Background: an optimization exercise with open tools, aiming at small area. Do not read the settings as production practice.
Function was checked by simulation only, so behaviour that the tests miss may differ from the original.
The clock port is modelled as an ideal driver; clocking choices that lean on that would not hold on a real chip.
Power is estimated from default activity; no workload was simulated.

== onyx ==
// Top_stopwatch
module Top_stopwatch (
    input clk,
    input reset,
    input btnL,
    input btnR,
    input btnU,
    input btnD,
    input sw_mode,
    input sw_time_mode,
    output [3:0] led,
    output [3:0] fnd_comm,
    output [7:0] fnd_font
);
Size in the first run: ~400 cells after synthesis, ~3600 µm² of cells after synthesis.
export LEC_CHECK = 0
export CAP_MARGIN = 20
export CORE_MARGIN = 2
export CORE_UTILIZATION = 85
export PLACE_DENSITY = 0.92
export SLEW_MARGIN = 20
create_clock -name core_clock -period 15.0 [get_ports {clk}]
standard.sh (not shown) runs the stock make flow with config.mk's settings and CLKGATE_MAP_FILE= SYNTH_SCRIPT=/design/flow/synth_recipe.tcl, a recipe that flattens the netlist after the stock synthesis.
==> flow/flow/run.sh <==
#!/bin/bash
# Standard ORFS flow, with two changes:
#  - after the standard synthesis, the combinational logic is re-mapped by ABC
#    for area (registers untouched), see resynth.sh;
#  - the clock is buffered by pre_cts.tcl (four clkbuf_8, one per group of
#    flip-flops) instead of TritonCTS; port buffers of the smallest buffer.
set -euo pipefail
R=orfs/results/sky130hd/Top_stopwatch/base
bash standard.sh synth > std_synth.log 2>&1
cp $R/1_2_yosys.v std_1_2_yosys.v
bash flow/resynth.sh std_1_2_yosys.v $R/1_2_yosys.v
rm -f $R/1_synth.odb
bash standard.sh synth > synth_odb.log 2>&1
bash standard.sh finish \
  "CTS_ARGS=-sink_clustering_enable -repair_clock_nets -dont_use_dummy_load -buf_list sky130_fd_sc_hd__clkbuf_8" \
  "PRE_CTS_TCL=$PWD/flow/pre_cts.tcl" \
  "BUFFER_PORTS_ARGS=-buffer_cell sky130_fd_sc_hd__buf_1" > finish.log 2>&1
==> flow/flow/abc/ds10.abc <==
strash
&get -n
&deepsyn -J 150 -S 10 -T 300
&dch -f
&nf -a -R 1000
&put
==> flow/flow/abc/ds11.abc <==
strash
&get -n
&deepsyn -J 150 -S 11 -T 300
&dch -f
&nf -a -R 1000
&put
==> flow/flow/abc/ds12.abc <==
strash
&get -n
&deepsyn -J 150 -S 12 -T 300
&dch -f
&nf -a -R 1000
&put
==> flow/flow/abc/ds13.abc <==
strash
&get -n
&deepsyn -J 150 -S 13 -T 300
&dch -f
&nf -a -R 1000
&put
==> flow/flow/abc/ds14.abc <==
strash
&get -n
&deepsyn -J 150 -S 14 -T 300
&dch -f
&nf -a -R 1000
&put
==> flow/flow/abc/ds15.abc <==
strash
&get -n
&deepsyn -J 150 -S 15 -T 300
&dch -f
&nf -a -R 1000
&put
==> flow/flow/abc/ds16.abc <==
strash
&get -n
&deepsyn -J 150 -S 16 -T 300
&dch -f
&nf -a -R 1000
&put
==> flow/flow/abc/ds9.abc <==
strash
&get -n
&deepsyn -J 150 -S 9 -T 300
&dch -f
&nf -a -R 1000
&put
==> flow/flow/pre_cts.tcl <==
# Clock buffering in place of TritonCTS: the clock port drives NG buffers,
# each placed at the centre of a group of flip-flops (k-means on their
# positions) and driving that group's clock pins. TritonCTS then finds the
# clock already buffered and leaves it as it is.
set ng   [expr {[info exists ::env(CLK_GROUPS)] ? $::env(CLK_GROUPS) : 4}]
set bufc [expr {[info exists ::env(CLK_BUF)] ? $::env(CLK_BUF) : "sky130_fd_sc_hd__clkbuf_8"}]
set block [ord::get_db_block]
set clknet [$block findNet clk]
set pins {}
foreach it [$clknet getITerms] {
  if {[$it isInputSignal]} {
    set inst [$it getInst]
    set bb [$inst getBBox]
    lappend pins [list [$inst getName]/[[$it getMTerm] getName] \
      [expr {([$bb xMin] + [$bb xMax]) / 2.0}] [expr {([$bb yMin] + [$bb yMax]) / 2.0}]]
  }
}
set n [llength $pins]
puts "clock sinks: $n, groups: $ng"
# k-means, seeded with points spread along the sorted x order
set sorted [lsort -real -index 1 $pins]
set cx {}; set cy {}
for {set g 0} {$g < $ng} {incr g} {
  set p [lindex $sorted [expr {int(($g + 0.5) * $n / $ng)}]]
  lappend cx [lindex $p 1]; lappend cy [lindex $p 2]
}
for {set iter 0} {$iter < 50} {incr iter} {
  # balanced assignment: closest (sink, group) pairs first, each group
  # taking at most ceil(n / ng) sinks
  set cap [expr {($n + $ng - 1) / $ng}]
  set pairs {}
  set i 0
  foreach p $pins {
    for {set g 0} {$g < $ng} {incr g} {
      set dx [expr {[lindex $p 1] - [lindex $cx $g]}]; set dy [expr {[lindex $p 2] - [lindex $cy $g]}]
      lappend pairs [list [expr {$dx*$dx + $dy*$dy}] $i $g]
    }
    incr i
  }
  set asg [lrepeat $n -1]
  set cnt [lrepeat $ng 0]
  foreach pr [lsort -real -index 0 $pairs] {
    lassign $pr d i g
    if {[lindex $asg $i] >= 0 || [lindex $cnt $g] >= $cap} { continue }
    lset asg $i $g
    lset cnt $g [expr {[lindex $cnt $g] + 1}]
  }
  set ncx {}; set ncy {}
  for {set g 0} {$g < $ng} {incr g} {
    set sx 0; set sy 0; set c 0
    foreach p $pins a $asg { if {$a == $g} { set sx [expr {$sx + [lindex $p 1]}]; set sy [expr {$sy + [lindex $p 2]}]; incr c } }
    if {$c > 0} { lappend ncx [expr {$sx / $c}]; lappend ncy [expr {$sy / $c}] } else { lappend ncx [lindex $cx $g]; lappend ncy [lindex $cy $g] }
  }
  set cx $ncx; set cy $ncy
}
set dbu [$block getDbUnitsPerMicron]
for {set g 0} {$g < $ng} {incr g} {
  set lp {}
  foreach p $pins a $asg { if {$a == $g} { lappend lp [get_pins [lindex $p 0]] } }
  if {[llength $lp] == 0} { continue }
  set x [expr {[lindex $cx $g] / $dbu}]; set y [expr {[lindex $cy $g] / $dbu}]
  puts "clock group $g: [llength $lp] sinks at ($x, $y)"
  insert_buffer -buffer_cell $bufc -net clk -load_pins $lp -location [list $x $y] -buffer_name clkbuf_g$g -net_name clk_g$g
}
Other scripts of this flow, unchanged in this note and not shown: flow/flow/abc/ds1.abc, flow/flow/abc/ds2.abc, flow/flow/abc/ds3.abc, flow/flow/abc/ds4.abc, flow/flow/abc/ds5.abc, flow/flow/abc/ds6.abc, flow/flow/abc/ds7.abc, flow/flow/abc/ds8.abc, flow/flow/resynth.sh
onyx never completed, since it errored out during global placement without I/O (3_1_place_gp_skip_io).
[inputs] cedar vs onyx
# onyx
export LEC_CHECK = 0
export CAP_MARGIN = 20
export CORE_MARGIN = 2
export CORE_UTILIZATION = 85
export PLACE_DENSITY = 0.92
export SLEW_MARGIN = 20
create_clock -name core_clock -period 15.0 [get_ports {clk}]
# cedar
export LEC_CHECK = 0
export CAP_MARGIN = 20
export CORE_MARGIN = 2
export CORE_UTILIZATION = 40
export SLEW_MARGIN = 20
create_clock -name core_clock -period 15.0 [get_ports {clk}]
--- a/flow/flow/run.sh
+++ b/flow/flow/run.sh
@@ -4,3 +4,3 @@
 #    for area (registers untouched), see resynth.sh;
-#  - the clock is buffered by pre_cts.tcl (four clkbuf_8, one per group of
+#  - the clock is buffered by pre_cts.tcl (a few clkbuf_16, one per group of
 #    flip-flops) instead of TritonCTS; port buffers of the smallest buffer.
@@ -14,3 +14,3 @@
 bash standard.sh finish \
-  "CTS_ARGS=-sink_clustering_enable -repair_clock_nets -dont_use_dummy_load -buf_list sky130_fd_sc_hd__clkbuf_8" \
+  "CTS_ARGS=-sink_clustering_enable -repair_clock_nets -dont_use_dummy_load -buf_list sky130_fd_sc_hd__clkbuf_16" \
   "PRE_CTS_TCL=$PWD/flow/pre_cts.tcl" \
--- a/flow/flow/pre_cts.tcl
+++ b/flow/flow/pre_cts.tcl
@@ -4,4 +4,4 @@
 # clock already buffered and leaves it as it is.
-set ng   [expr {[info exists ::env(CLK_GROUPS)] ? $::env(CLK_GROUPS) : 4}]
-set bufc [expr {[info exists ::env(CLK_BUF)] ? $::env(CLK_BUF) : "sky130_fd_sc_hd__clkbuf_8"}]
+set ng   [expr {[info exists ::env(CLK_GROUPS)] ? $::env(CLK_GROUPS) : 3}]
+set bufc [expr {[info exists ::env(CLK_BUF)] ? $::env(CLK_BUF) : "sky130_fd_sc_hd__clkbuf_16"}]
 set block [ord::get_db_block]
@@ -27,21 +27,11 @@
 for {set iter 0} {$iter < 50} {incr iter} {
-  # balanced assignment: closest (sink, group) pairs first, each group
-  # taking at most ceil(n / ng) sinks
-  set cap [expr {($n + $ng - 1) / $ng}]
-  set pairs {}
-  set i 0
+  set asg {}
   foreach p $pins {
+    set best 0; set bd 1e30
     for {set g 0} {$g < $ng} {incr g} {
       set dx [expr {[lindex $p 1] - [lindex $cx $g]}]; set dy [expr {[lindex $p 2] - [lindex $cy $g]}]
-      lappend pairs [list [expr {$dx*$dx + $dy*$dy}] $i $g]
+      set d [expr {$dx*$dx + $dy*$dy}]
+      if {$d < $bd} { set bd $d; set best $g }
     }
-    incr i
-  }
-  set asg [lrepeat $n -1]
-  set cnt [lrepeat $ng 0]
-  foreach pr [lsort -real -index 0 $pairs] {
-    lassign $pr d i g
-    if {[lindex $asg $i] >= 0 || [lindex $cnt $g] >= $cap} { continue }
-    lset asg $i $g
-    lset cnt $g [expr {[lindex $cnt $g] + 1}]
+    lappend asg $best
   }
removed: flow/flow/abc/ds10.abc
removed: flow/flow/abc/ds11.abc
removed: flow/flow/abc/ds12.abc
removed: flow/flow/abc/ds13.abc
removed: flow/flow/abc/ds14.abc
removed: flow/flow/abc/ds15.abc
removed: flow/flow/abc/ds16.abc
removed: flow/flow/abc/ds9.abc
Findings:
The remaining runs in onyx and cedar completed every stage, whereas onyx halted early.
onyx did not finish: a tool error stopped it during global placement without I/O (3_1_place_gp_skip_io).
[cedar] starting utilization of the core area fell 48 points relative to onyx
Synthesized netlist net count: onyx and cedar compared, lower one is cedar
Measured against onyx, the number of rows created at floorplan of cedar comes out at 1.5 times the reference value.
Die span in x, onyx and cedar: higher on cedar
Row vertical die dimension: cedar higher / onyx lower
Average footprint of a synthesized cell in cedar is 0.24 µm² above onyx.
Looking at cell area after synthesis, cedar sits above onyx.
Edits applied to the flow inputs when going from cedar to ember:
# cedar
export LEC_CHECK = 0
export CAP_MARGIN = 20
export CORE_MARGIN = 2
export CORE_UTILIZATION = 40
export SLEW_MARGIN = 20
create_clock -name core_clock -period 15.0 [get_ports {clk}]
# ember
export LEC_CHECK = 0
export CAP_MARGIN = 20
export CORE_MARGIN = 2
export CORE_UTILIZATION = 70
export PLACE_DENSITY = 0.85
export SLEW_MARGIN = 20
create_clock -name core_clock -period 15.0 [get_ports {clk}]
--- a/flow/flow/run.sh
+++ b/flow/flow/run.sh
@@ -4,3 +4,3 @@
 #    for area (registers untouched), see resynth.sh;
-#  - the clock is buffered by pre_cts.tcl (a few clkbuf_16, one per group of
+#  - the clock is buffered by pre_cts.tcl (four clkbuf_8, one per group of
 #    flip-flops) instead of TritonCTS; port buffers of the smallest buffer.
@@ -14,3 +14,3 @@
 bash standard.sh finish \
-  "CTS_ARGS=-sink_clustering_enable -repair_clock_nets -dont_use_dummy_load -buf_list sky130_fd_sc_hd__clkbuf_16" \
+  "CTS_ARGS=-sink_clustering_enable -repair_clock_nets -dont_use_dummy_load -buf_list sky130_fd_sc_hd__clkbuf_8" \
   "PRE_CTS_TCL=$PWD/flow/pre_cts.tcl" \
==> flow/flow/abc/ds10.abc (new file) <==
strash
&get -n
&deepsyn -J 150 -S 10 -T 300
&dch -f
&nf -a -R 1000
&put
==> flow/flow/abc/ds11.abc (new file) <==
strash
&get -n
&deepsyn -J 150 -S 11 -T 300
&dch -f
&nf -a -R 1000
&put
==> flow/flow/abc/ds12.abc (new file) <==
strash
&get -n
&deepsyn -J 150 -S 12 -T 300
&dch -f
&nf -a -R 1000
&put
==> flow/flow/abc/ds13.abc (new file) <==
strash
&get -n
&deepsyn -J 150 -S 13 -T 300
&dch -f
&nf -a -R 1000
&put
==> flow/flow/abc/ds14.abc (new file) <==
strash
&get -n
&deepsyn -J 150 -S 14 -T 300
&dch -f
&nf -a -R 1000
&put
==> flow/flow/abc/ds15.abc (new file) <==
strash
&get -n
&deepsyn -J 150 -S 15 -T 300
&dch -f
&nf -a -R 1000
&put
==> flow/flow/abc/ds16.abc (new file) <==
strash
&get -n
&deepsyn -J 150 -S 16 -T 300
&dch -f
&nf -a -R 1000
&put
==> flow/flow/abc/ds9.abc (new file) <==
strash
&get -n
&deepsyn -J 150 -S 9 -T 300
&dch -f
&nf -a -R 1000
&put
--- a/flow/flow/pre_cts.tcl
+++ b/flow/flow/pre_cts.tcl
@@ -4,4 +4,4 @@
 # clock already buffered and leaves it as it is.
-set ng   [expr {[info exists ::env(CLK_GROUPS)] ? $::env(CLK_GROUPS) : 3}]
-set bufc [expr {[info exists ::env(CLK_BUF)] ? $::env(CLK_BUF) : "sky130_fd_sc_hd__clkbuf_16"}]
+set ng   [expr {[info exists ::env(CLK_GROUPS)] ? $::env(CLK_GROUPS) : 4}]
+set bufc [expr {[info exists ::env(CLK_BUF)] ? $::env(CLK_BUF) : "sky130_fd_sc_hd__clkbuf_8"}]
 set block [ord::get_db_block]
@@ -27,11 +27,21 @@
 for {set iter 0} {$iter < 50} {incr iter} {
-  set asg {}
+  # balanced assignment: closest (sink, group) pairs first, each group
+  # taking at most ceil(n / ng) sinks
+  set cap [expr {($n + $ng - 1) / $ng}]
+  set pairs {}
+  set i 0
   foreach p $pins {
-    set best 0; set bd 1e30
     for {set g 0} {$g < $ng} {incr g} {
       set dx [expr {[lindex $p 1] - [lindex $cx $g]}]; set dy [expr {[lindex $p 2] - [lindex $cy $g]}]
-      set d [expr {$dx*$dx + $dy*$dy}]
-      if {$d < $bd} { set bd $d; set best $g }
+      lappend pairs [list [expr {$dx*$dx + $dy*$dy}] $i $g]
     }
-    lappend asg $best
+    incr i
+  }
+  set asg [lrepeat $n -1]
+  set cnt [lrepeat $ng 0]
+  foreach pr [lsort -real -index 0 $pairs] {
+    lassign $pr d i g
+    if {[lindex $asg $i] >= 0 || [lindex $cnt $g] >= $cap} { continue }
+    lset asg $i $g
+    lset cnt $g [expr {[lindex $cnt $g] + 1}]
   }
[summary]
ember: done, clean on timing, DRC and antenna
The higher non-filler instance count after layout of ember and cedar is in cedar.
ember vs. cedar: worst endpoint data arrival time went up by 210 ps.
ember: overall power is about 7.5% lower than what cedar reported.

what the ideal ports hide:
The flow's constraints put no driver on any port. The routed layouts listed below were extracted and timed again, unchanged, in two steps.
Step 1, drivers: a clkbuf_16 drives clk and a buf_2 each remaining input, both assumed.
Step 2 also shifts input and output timing later by t, the mid clock arrival at the registers, as if the neighbouring blocks saw the same clock.
Three values: no drivers, after step 1, after step 2; two values: the first two.
| run | shift t [ns] | slack for setup (ns) | slew at the worst register clock pin (ns) |
|---|---|---|---|
| cedar | 0.223 | 4.557 / 4.537 / 4.537 | 0.10 / 0.10 |
| ember | 0.225 | 4.354 / 4.334 / 4.334 | 0.12 / 0.12 |
After both steps every run listed still meets setup and hold.
